From an optimization exercise on the open Yosys and OpenROAD flow, aimed at a short achievable clock period and few clock cycles; shortcuts taken in it are not production practice. In this exercise RTL edits were held to simulation tests only and were not proved equivalent to the original. Power and IR drop assume default switching activity.

**design.v**
```verilog
`default_nettype none
module add_w
#(
  parameter W = 32
)
(
  output wire [W-1:0] o_sum,
  input  wire [W-1:0] i_a  ,
  input  wire [W-1:0] i_b
);
  assign o_sum = i_a + i_b;
endmodule
`default_nettype none
module rf_read
(
  output wire [31:0]      o_data,
  input  wire [31*32-1:0] i_regs,    
  input  wire [4:0]       i_sel
);
  wire [31:0] rf [0:31];
  assign rf[0] = 32'd0;
  genvar gi;
  generate
    for (gi = 1; gi < 32; gi = gi + 1) begin : g_rf
      assign rf[gi] = i_regs[gi*32-1 -: 32];
    end
  endgenerate
  assign o_data = rf[i_sel];
endmodule
`default_nettype none
module ex_cmp
(
  output wire        o_eq ,
  output wire        o_lt ,
  output wire        o_ltu,
  input  wire [31:0] i_a  ,
  input  wire [31:0] i_b
);
  assign o_eq  = (i_a == i_b);
  assign o_ltu = (i_a <  i_b);
  assign o_lt  = ($signed(i_a) < $signed(i_b));
endmodule
module ex_alu
(
  output wire [31:0] o_y   ,
  output wire [31:0] o_sum ,
  input  wire [31:0] i_a   ,
  input  wire [31:0] i_b   ,
  input  wire        i_lt  ,
  input  wire        i_ltu ,
  input  wire        i_add , i_sub, i_sll, i_slt, i_sltu, i_xor, i_srl, i_sra, i_or, i_and
);
  wire [31:0] sum  = i_a + i_b;
  wire [31:0] diff = i_a - i_b;
  wire [31:0] shl  = i_a << i_b[4:0];
  wire [31:0] shr  = i_a >> i_b[4:0];
  wire [31:0] sha  = $signed(i_a) >>> i_b[4:0];
  assign o_sum = sum;
  assign o_y   = ({32{i_add }} & sum          ) |
                 ({32{i_sub }} & diff         ) |
                 ({32{i_sll }} & shl          ) |
                 ({32{i_srl }} & shr          ) |
                 ({32{i_sra }} & sha          ) |
                 ({32{i_xor }} & (i_a ^ i_b)  ) |
                 ({32{i_or  }} & (i_a | i_b)  ) |
                 ({32{i_and }} & (i_a & i_b)  ) |
                 {31'd0, (i_slt & i_lt) | (i_sltu & i_ltu)};
endmodule
`default_nettype none
module cpu_core
(
  output wire [9:0]   o_imem_addr ,
  output wire [9:0]   o_dmem_addr ,
  output wire         o_dmem_we   ,
  output wire [31:0]  o_dmem_wdata,
  input  wire [31:0]  i_imem_data ,
  input  wire [31:0]  i_dmem_rdata,
  input  wire         i_en        ,
  input  wire         i_rst       ,
  input  wire         clk
);
  reg  [31:0] pc_f;                        
  reg  [31:0] ex_a, ex_b;                  
  reg  [31:0] ex_sd;                       
  reg  [9:0]  ex_abase;                    
  reg  [9:0]  ex_aoff;                     
  reg  [31:0] ex_pre;                      
  reg  [31:0] ex_alt;                      
  reg  [4:0]  ex_rd;
  reg         ex_wen;                      
  reg  [31:1] ex_wsel;                     
  reg         ex_st;
  reg         ex_ld_b, ex_ld_h, ex_ld_w, ex_ld_bu, ex_ld_hu;
  reg         ex_use_pre;
  reg         ex_jalr;
  reg         ex_jslow;                    
  reg         ex_pt;                       
  reg         ex_beq, ex_bne, ex_blt, ex_bge, ex_bltu, ex_bgeu;
  reg         op_add, op_sub, op_sll, op_slt, op_sltu, op_xor, op_srl, op_sra, op_or, op_and;
  reg  [31:0] regs [1:31];
  reg  [63:0] bh_v;                        
  reg  [63:0] bh_t;                        
  reg  [5:0]  ex_bidx;                     
  reg         ex_br;                       
  wire        eq, lt, ltu;
  ex_cmp u_cmp (.o_eq(eq), .o_lt(lt), .o_ltu(ltu), .i_a(ex_a), .i_b(ex_b));
  wire        cond   = (ex_beq  &  eq ) | (ex_bne  & ~eq ) |
                       (ex_blt  &  lt ) | (ex_bge  & ~lt ) |
                       (ex_bltu &  ltu) | (ex_bgeu & ~ltu);
  wire        mispred = ex_jslow | (cond ^ ex_pt);
  wire [31:0] sum, alu;
  ex_alu u_alu (.o_y(alu), .o_sum(sum), .i_a(ex_a), .i_b(ex_b), .i_lt(lt), .i_ltu(ltu),
                .i_add(op_add), .i_sub(op_sub), .i_sll(op_sll), .i_slt(op_slt), .i_sltu(op_sltu),
                .i_xor(op_xor), .i_srl(op_srl), .i_sra(op_sra), .i_or(op_or), .i_and(op_and));
  wire [31:0] rdw    = i_dmem_rdata;
  wire [31:0] ldv    = ({32{ex_ld_w }} & rdw                          ) |
                       ({32{ex_ld_b }} & {{24{rdw[7]}},  rdw[7:0]}    ) |
                       ({32{ex_ld_h }} & {{16{rdw[15]}}, rdw[15:0]}   ) |
                       ({32{ex_ld_bu}} & {24'd0,         rdw[7:0]}    ) |
                       ({32{ex_ld_hu}} & {16'd0,         rdw[15:0]}   );
  wire [31:0] res    = ldv | alu | ({32{ex_use_pre}} & ex_pre);
  wire [31:0] fix_pc = ex_jalr ? sum : ex_alt;
  assign o_imem_addr  = pc_f[11:2];
  add_w #(.W(10)) u_dadd (.o_sum(o_dmem_addr), .i_a(ex_abase), .i_b(ex_aoff));
  assign o_dmem_we    = i_en & ex_st;
  assign o_dmem_wdata = ex_sd;
  wire [31:0] ins    = i_imem_data;
  wire [4:0]  opc    = ins[6:2];
  wire [2:0]  f3     = ins[14:12];
  wire [4:0]  rd     = ins[11:7];
  wire [4:0]  rs1    = ins[19:15];
  wire [4:0]  rs2    = ins[24:20];
  wire        alt    = ins[30];
  wire        is_lui   = (opc == 5'b01101);
  wire        is_auipc = (opc == 5'b00101);
  wire        is_jal   = (opc == 5'b11011);
  wire        is_jalr  = (opc == 5'b11001);
  wire        is_br    = (opc == 5'b11000);
  wire        is_ld    = (opc == 5'b00000);
  wire        is_st    = (opc == 5'b01000);
  wire        is_opi   = (opc == 5'b00100);
  wire        is_op    = (opc == 5'b01100);
  wire        is_alu   = is_op | is_opi;
  wire [31:0] imm_i  = {{20{ins[31]}}, ins[31:20]};
  wire [31:0] imm_s  = {{20{ins[31]}}, ins[31:25], ins[11:7]};
  wire [31:0] imm_b  = {{19{ins[31]}}, ins[31], ins[7], ins[30:25], ins[11:8], 1'b0};
  wire [31:0] imm_u  = {ins[31:12], 12'd0};
  wire [31:0] imm_j  = {{11{ins[31]}}, ins[31], ins[19:12], ins[20], ins[30:21], 1'b0};
  wire        writes = is_lui | is_auipc | is_jal | is_jalr | is_ld | is_alu;
  wire        wen    = writes & (rd != 5'd0);
  wire        v      = ~mispred;           
  wire [31*32-1:0] rflat;
  genvar gi;
  generate
    for (gi = 1; gi < 32; gi = gi + 1) begin : g_rf
      assign rflat[gi*32-1 -: 32] = regs[gi];
    end
  endgenerate
  wire [31:0] rf1, rf2;
  rf_read u_rd1 (.o_data(rf1), .i_regs(rflat), .i_sel(rs1));
  rf_read u_rd2 (.o_data(rf2), .i_regs(rflat), .i_sel(rs2));
  wire        fwd1   = ex_wen & (ex_rd == rs1);
  wire        fwd2   = ex_wen & (ex_rd == rs2);
  wire [31:0] rv1    = fwd1 ? res : rf1;
  wire [31:0] rv2    = fwd2 ? res : rf2;
  wire [31:0] pc_4, pc_b, pc_j, pc_u, pc_jr;
  assign pc_4 = pc_f + 32'd4;
  add_w #(.W(32)) u_pcb (.o_sum(pc_b), .i_a(pc_f), .i_b(imm_b));
  add_w #(.W(32)) u_pcj (.o_sum(pc_j), .i_a(pc_f), .i_b(imm_j));
  add_w #(.W(32)) u_pcu (.o_sum(pc_u), .i_a(pc_f), .i_b(imm_u));
  wire        br_st  = ins[31] | (f3 == 3'b001) | (f3 == 3'b101) | (f3 == 3'b111);
  wire [5:0]  bidx   = pc_f[7:2];
  wire        br_pt  = is_br & (bh_v[bidx] ? bh_t[bidx] : br_st);
  wire        jfast  = is_jalr & fwd1 & ex_use_pre;
  add_w #(.W(32)) u_pcjr (.o_sum(pc_jr), .i_a(ex_pre), .i_b(imm_i));
  wire [31:0] pc_pred = is_jal ? pc_j : br_pt ? pc_b : jfast ? pc_jr : pc_4;
  wire [31:0] pc_next = mispred ? fix_pc : pc_pred;
  wire [9:0]  ls_off = is_st ? {ins[29:25], ins[11:7]} : ins[29:20];
  integer k;
  always @(posedge clk) begin
    if (i_rst) begin
      pc_f       <= 32'd0;
      ex_wen     <= 1'b0;
      ex_wsel    <= 31'd0;
      ex_st      <= 1'b0;
      ex_ld_b    <= 1'b0;
      ex_ld_h    <= 1'b0;
      ex_ld_w    <= 1'b0;
      ex_ld_bu   <= 1'b0;
      ex_ld_hu   <= 1'b0;
      ex_use_pre <= 1'b0;
      ex_jalr    <= 1'b0;
      ex_jslow   <= 1'b0;
      ex_pt      <= 1'b0;
      ex_br      <= 1'b0;
      ex_beq     <= 1'b0;
      ex_bne     <= 1'b0;
      ex_blt     <= 1'b0;
      ex_bge     <= 1'b0;
      ex_bltu    <= 1'b0;
      ex_bgeu    <= 1'b0;
      op_add     <= 1'b0;
      op_sub     <= 1'b0;
      op_sll     <= 1'b0;
      op_slt     <= 1'b0;
      op_sltu    <= 1'b0;
      op_xor     <= 1'b0;
      op_srl     <= 1'b0;
      op_sra     <= 1'b0;
      op_or      <= 1'b0;
      op_and     <= 1'b0;
    end else if (i_en) begin
      pc_f       <= pc_next;
      ex_wen     <= v & wen;
      for (k = 1; k < 32; k = k + 1)
        ex_wsel[k] <= v & wen & (rd == k);
      ex_st      <= v & is_st;
      ex_ld_b    <= v & is_ld & (f3 == 3'b000);
      ex_ld_h    <= v & is_ld & (f3 == 3'b001);
      ex_ld_w    <= v & is_ld & (f3 == 3'b010);
      ex_ld_bu   <= v & is_ld & (f3 == 3'b100);
      ex_ld_hu   <= v & is_ld & (f3 == 3'b101);
      ex_use_pre <= v & (is_lui | is_auipc | is_jal | is_jalr);
      ex_jalr    <= v & is_jalr;
      ex_jslow   <= v & is_jalr & ~jfast;
      ex_pt      <= v & br_pt;
      ex_br      <= v & is_br;
      ex_beq     <= v & is_br & (f3 == 3'b000);
      ex_bne     <= v & is_br & (f3 == 3'b001);
      ex_blt     <= v & is_br & (f3 == 3'b100);
      ex_bge     <= v & is_br & (f3 == 3'b101);
      ex_bltu    <= v & is_br & (f3 == 3'b110);
      ex_bgeu    <= v & is_br & (f3 == 3'b111);
      op_add     <= v & ((is_opi & (f3 == 3'b000)) | (is_op & (f3 == 3'b000) & ~alt));
      op_sub     <= v & is_op & (f3 == 3'b000) & alt;
      op_sll     <= v & is_alu & (f3 == 3'b001);
      op_slt     <= v & is_alu & (f3 == 3'b010);
      op_sltu    <= v & is_alu & (f3 == 3'b011);
      op_xor     <= v & is_alu & (f3 == 3'b100);
      op_srl     <= v & is_alu & (f3 == 3'b101) & ~alt;
      op_sra     <= v & is_alu & (f3 == 3'b101) & alt;
      op_or      <= v & is_alu & (f3 == 3'b110);
      op_and     <= v & is_alu & (f3 == 3'b111);
    end
  end
  always @(posedge clk) begin
    if (i_en) begin
      ex_rd   <= rd;
      ex_a    <= rv1;
      ex_b    <= (is_op | is_br) ? rv2 : imm_i;
      ex_sd   <= rv2;
      ex_pre  <= is_lui ? imm_u : is_auipc ? pc_u : pc_4;
      ex_alt  <= br_pt ? pc_4 : pc_b;
      ex_bidx <= bidx;
    end
  end
  always @(posedge clk) begin
    for (k = 0; k < 64; k = k + 1) begin
      if (i_rst) begin
        bh_v[k] <= 1'b0;
        bh_t[k] <= 1'b0;
      end else if (i_en & ex_br & (ex_bidx == k)) begin
        bh_v[k] <= 1'b1;
        bh_t[k] <= cond;
      end
    end
  end
  always @(posedge clk) begin
    if (i_en & (is_ld | is_st)) begin
      ex_abase <= rv1[9:0];
      ex_aoff  <= ls_off;
    end
  end
  always @(posedge clk) begin
    for (k = 1; k < 32; k = k + 1) begin
      if (i_rst)
        regs[k] <= 32'd0;
      else if (i_en & ex_wsel[k])
        regs[k] <= res;
    end
  end
endmodule
```
**flow/run.sh**
```bash
#!/bin/bash
# Standard ORFS layout (the standard.sh, unchanged synthesis), with a larger setup-slack
# margin for the resizer's repair_timing steps so that timing is optimised past the 10.5 ns
# constraint. The clock period and I/O constraints are the design's.
set -euo pipefail
bash standard.sh SETUP_SLACK_MARGIN=6 finish > run_standard.log 2>&1
```
**standard.sh**
```bash
#!/bin/bash
# synth_recipe.tcl (not shown) runs the flow's synth.tcl, then flattens the netlist and writes it again
# the make line also repeats each setting of config.mk as NAME=value (left out here)
make -C /OpenROAD-flow-scripts/flow DESIGN_CONFIG=/design/flow/config.mk WORK_HOME=/design/flow/orfs CLKGATE_MAP_FILE= SYNTH_SCRIPT=/design/flow/synth_recipe.tcl "${@:-finish}"
```
**config.mk**
```make
export PLATFORM = sky130hd
export DESIGN_NAME = cpu_core
export DESIGN_NICKNAME = cpu_core
export VERILOG_FILES = /design/flow/design.v
export SDC_FILE = /design/flow/constraint.sdc
export NUM_CORES = 4
export LEC_CHECK = 0
export CAP_MARGIN = 20
export CORE_MARGIN = 2
export CORE_UTILIZATION = 60
export PLACE_DENSITY = 0.6
export SLEW_MARGIN = 20
export SYNTH_HIERARCHICAL = 1
export TNS_END_PERCENT = 100
```
**constraint.sdc**
```tcl
create_clock -name core_clock -period 10.5 [get_ports {clk}]
set_input_delay 2.1000 -clock core_clock [delete_from_list [all_inputs] [get_ports {clk}]]
set_output_delay 2.1000 -clock core_clock [all_outputs]
set_load 0.01 [all_outputs]
```
==> run notes <==
## modules after synthesis (local to each module, per instance), excerpt
module | copies in the design | cells | cell area, µm²
cpu_core | 1 | 5583 | 52900
ex_alu | 1 | 1304 | 8750
ex_cmp | 1 | 115 | 826
rf_read | 2 | 1034 | 7090
## metrics by stage
step	area [µm²]	hold WS, ns
floorplan	84100	0.428
global placement	85400	0.440
detailed placement	85400	0.450
CTS	96900	0.464
global route	102000	0.479
finish	102000	0.460
## cells in the mapped netlist, types with 191 or more instances
library cell  count  share of area
a21oi_1         514          0.031
dfxtp_1        1211           0.29
ha_1            262          0.039
clkbuf_1        891          0.040
nand4_1         223          0.017
nand3_1         310          0.018
nand2_1         424          0.019
nor2_1         1618          0.072
a211oi_1       1042          0.093
o21ai_0         254          0.015
a22oi_1         510          0.046
edfxtp_1        191          0.068
and3_1          426          0.032
## flip-flops by register name (all words and copies together) (netlist names), 5 cells and up
| register | cells |
|---|---|
| regs | 992 |
| bh_t | 64 |
| bh_v | 64 |
| ex_a | 32 |
| ex_alt | 32 |
| ex_b | 32 |
| ex_pre | 32 |
| ex_sd | 32 |
| pc_f | 32 |
| ex_wsel | 31 |
| ex_abase | 10 |
| ex_aoff | 10 |
| ex_bidx | 6 |
| ex_rd | 5 |
## timing repair
item                        CTS  global route
setup endpoints to repair  1003           527
setup buffers               249           139
pin swaps                   146           229
gates resized for setup     754           612
cloned                       59            27
## metal layers
layer	vias up	wire length, µm
met5	-	613
met4	31	49300
met3	3141	68200
met2	8920	163000
met1	43200	137000
li1	37800	-
## worst max-delay path, cell delays in order
cell,delay (ns)
dlymetal6s2s_1,0.23
clkbuf_16,0.26
and3b_4,0.22
buf_4,0.24
nand3_1,0.13
nand4_1,0.15
nor4_2,1.05
nand4_1,0.61
nor2_1,0.42
a21oi_4,0.09
## placed cells by master (no fill, tap or decap), types with 80 or more instances in the layout
cell type / Yosys / layout
nand2_1: 424 / 419
mux2i_1: 107 / 105
and3_1: 426 / 417
clkbuf_16: 0 / 177
a31oi_1: 91 / 86
ha_1: 262 / 194
buf_6: 14 / 83
nand3_1: 310 / 291
xor2_1: 94 / 90
nand4_1: 223 / 223
a21oi_1: 514 / 440
nor3_1: 153 / 136
dfxtp_1: 1211 / 1208
nor2_1: 1618 / 1557
clkdlybuf4s50_1: 0 / 80
a211oi_1: 1042 / 948
xnor2_1: 107 / 98
buf_12: 0 / 109
inv_1: 167 / 154
a21o_1: 100 / 99
edfxtp_1: 191 / 191
a32oi_1: 136 / 134
a211oi_2: 1 / 92
o21ai_0: 254 / 197
a22oi_1: 510 / 489
buf_4: 20 / 382
## area by class of cell
type,instances,area [µm²],share of cell area
Clock buffer,217,4350,0.0428
Clock inverter,54,748,0.00736
Multi-Input combinational cell,7476,53700,0.529
Sequential cell,1402,30000,0.295
Antenna cell,58,145,0.00143
Timing Repair Buffer,789,9690,0.0953
Inverter,170,668,0.00657
Tap cell,1876,2350,0.0231
## power by group
| part | switching, µW | internal (µW) |
|---|---|---|
| registers | 73.9 | 5500 |
| clock network | 2440 | 3140 |
| logic | 1620 | 855 |
| total | 4130 | 9490 |
## final timing paths
path	from	endpoint	slack (ns)
hold reg to reg	bh_v[49]$_SDFFE_PP0P_	bh_v[49]$_SDFFE_PP0P_	0.46
hold / removal	bh_v[49]$_SDFFE_PP0P_	bh_v[49]$_SDFFE_PP0P_	0.46
setup reg to reg	ex_b[14]$_DFFE_PP_	pc_f[7]$_SDFFE_PP0P_	5.52
setup / recovery	i_imem_data[15]	ex_a[18]$_DFFE_PP_	5.51
## cell families after synthesis
| logic type | share of synthesized area |
|---|---|
| AO/OA/AOI/OAI | 0.284 |
| XOR/XNOR | 0.0210 |
| adder cells (fa/ha/maj) | 0.0407 |
| buffers and inverters | 0.0586 |
| flip-flops | 0.357 |
| multiplexers | 0.0422 |
| other | 0.0000447 |
| AND/OR/NAND/NOR | 0.197 |
==> impl_metrics.py <==
metrics = {
    "worst_setup_path": {
        "required_ns": 11.05,
        "crit_fanout": 18,
        "setup.worst_path.start_class": "input port",
        "arrival_ns": 5.54,
        "path_class": "input port to flop",
        "rr_worst_depth": 22,
        "worstSetupEndpointType": "flop",
    },
    "clock_tree": {
        "postCtsHoldBufs": 0,
        "clock_sinks": 1402,
        "worst_setup_hold_path_clk_slew_ns": 0.06,
        "cts_buffers": 151,
        "ctsHtreeMaxLevel": 4,
        "cts_root_buf": "clkbuf_16",
        "ctsLongestPathBuffers": 3,
        "cts_tree": "built",
        "clock_latency_ns": 0.85,
    },
    "sta": {
        "setup_viol": 0,
        "period_share": 0.475,
        "rsz0062_at_grt": "yes",
        "relSlewSlack": -0.167,
        "tightest_slew_ns": 1.72,
        "hold_viol": 0,
        "worst_slack_ns": 5.51,
        "setup_tns_ns": 0,
        "clock_skew_ns": 0.0515,
        "slew_viol_final": 2,
        "min_period_ns": 4.99,
        "fmax_mhz": 201,
    },
    "floorplanning": {
        "initial_core_util": 0.603,
        "rows": 137,
        "dieArea_um2": 143000,
        "coreArea_um2": 139000,
        "die_y_um": 378,
        "die_w_um": 378,
        "boundaryPins": 120,
    },
    "grt": {
        "grt_max_degree": 212,
        "antenna_found_initial": 48,
        "busiest_layer": "met2",
        "grt_pass1_wl_mm": 570,
        "grt-ovfl-total": 0,
        "track_usage": 0.544,
        "grt_util_met3": 0.239,
        "grt_pass1_vias": 83000,
        "met1_usage": 0.633,
        "use_met2": 0.750,
    },
    "finish": {
        "final_util": 0.730,
        "fillCellCount": 10400,
        "nets": 10300,
        "area_growth_pct": 21.1,
        "drive_gt1_frac": 0.189,
        "final_cells": 12000,
    },
    "detailed_routing": {
        "vias": 93100,
        "finalWirelength_mm": 418,
        "ant_nets": 0,
        "drc": 0,
        "wl_per_cell_um": 34.7,
        "drt-vias-per-instance": 7.73,
        "dr.pass1.iters": 12,
        "drtIter0Drc": 18000,
    },
    "outcome": {
        "outcome": "failed layout checks",
        "failed_checks": "capacitance limit, slew limit",
    },
    "placement": {
        "dp_hpwl_mm": 223,
        "dp.cells": 11200,
        "numPortBuffers": 117,
        "routabilityCongestion": 1.01,
        "dp_slack_ns": 3.63,
    },
    "logic_synthesis": {
        "ys_seq_area_frac": 0.357,
        "synth-edff-count": 191,
        "netlist_area_um2": 84000,
        "yosysWarnings": 9,
        "postSynthCellCount": 10100,
        "synth_cell_types": 112,
        "synthArstFlopShare": 0,
        "synth.ff_latch_count": 1402,
        "avgSynthCellArea_um2": 8.33,
        "ys.flop_type": "dfxtp_1",
    },
    "hold_path": {
        "hold_class": "flop to flop",
        "holdPathStages": 2,
    },
    "pwr": {
        "p_leak_uw": 0.0377,
        "vdd.ir_drop.worst_mv": 0.146,
        "p_per_area_nw_per_um2": 134,
        "finalPower_uw": 13600,
    },
    "job": {
        "cap_violations": 1,
    },
}
Testbench counts, summed over its fixed seeds: cycles 12,234.

-- static timing again, ports no longer ideal --
Ports are ideal in the flow. The routed layout listed here was re-timed in OpenROAD. Step 1 sets driving cells, clkbuf_16 on the clock port and buf_2 on the other inputs (assumed; they add their load-dependent delay and slew). Step 2 adds t to the input delays and takes it off the output delays; t is the mean of the earliest and latest rising clock arrival at the registers after step 1. Input paths then give back, and output paths get back, about the clock's delay inside the block. Three values: ideal ports, drivers, drivers and shift; two values: the first two.
t, ns: 0.919
setup WS [ns]: 5.514 / 5.524 / 4.663
worst register clock-pin slew, ns: 0.09 / 0.09
The setup slack of this run moves by +0.010 ns with the drivers and by -0.851 ns with both steps.
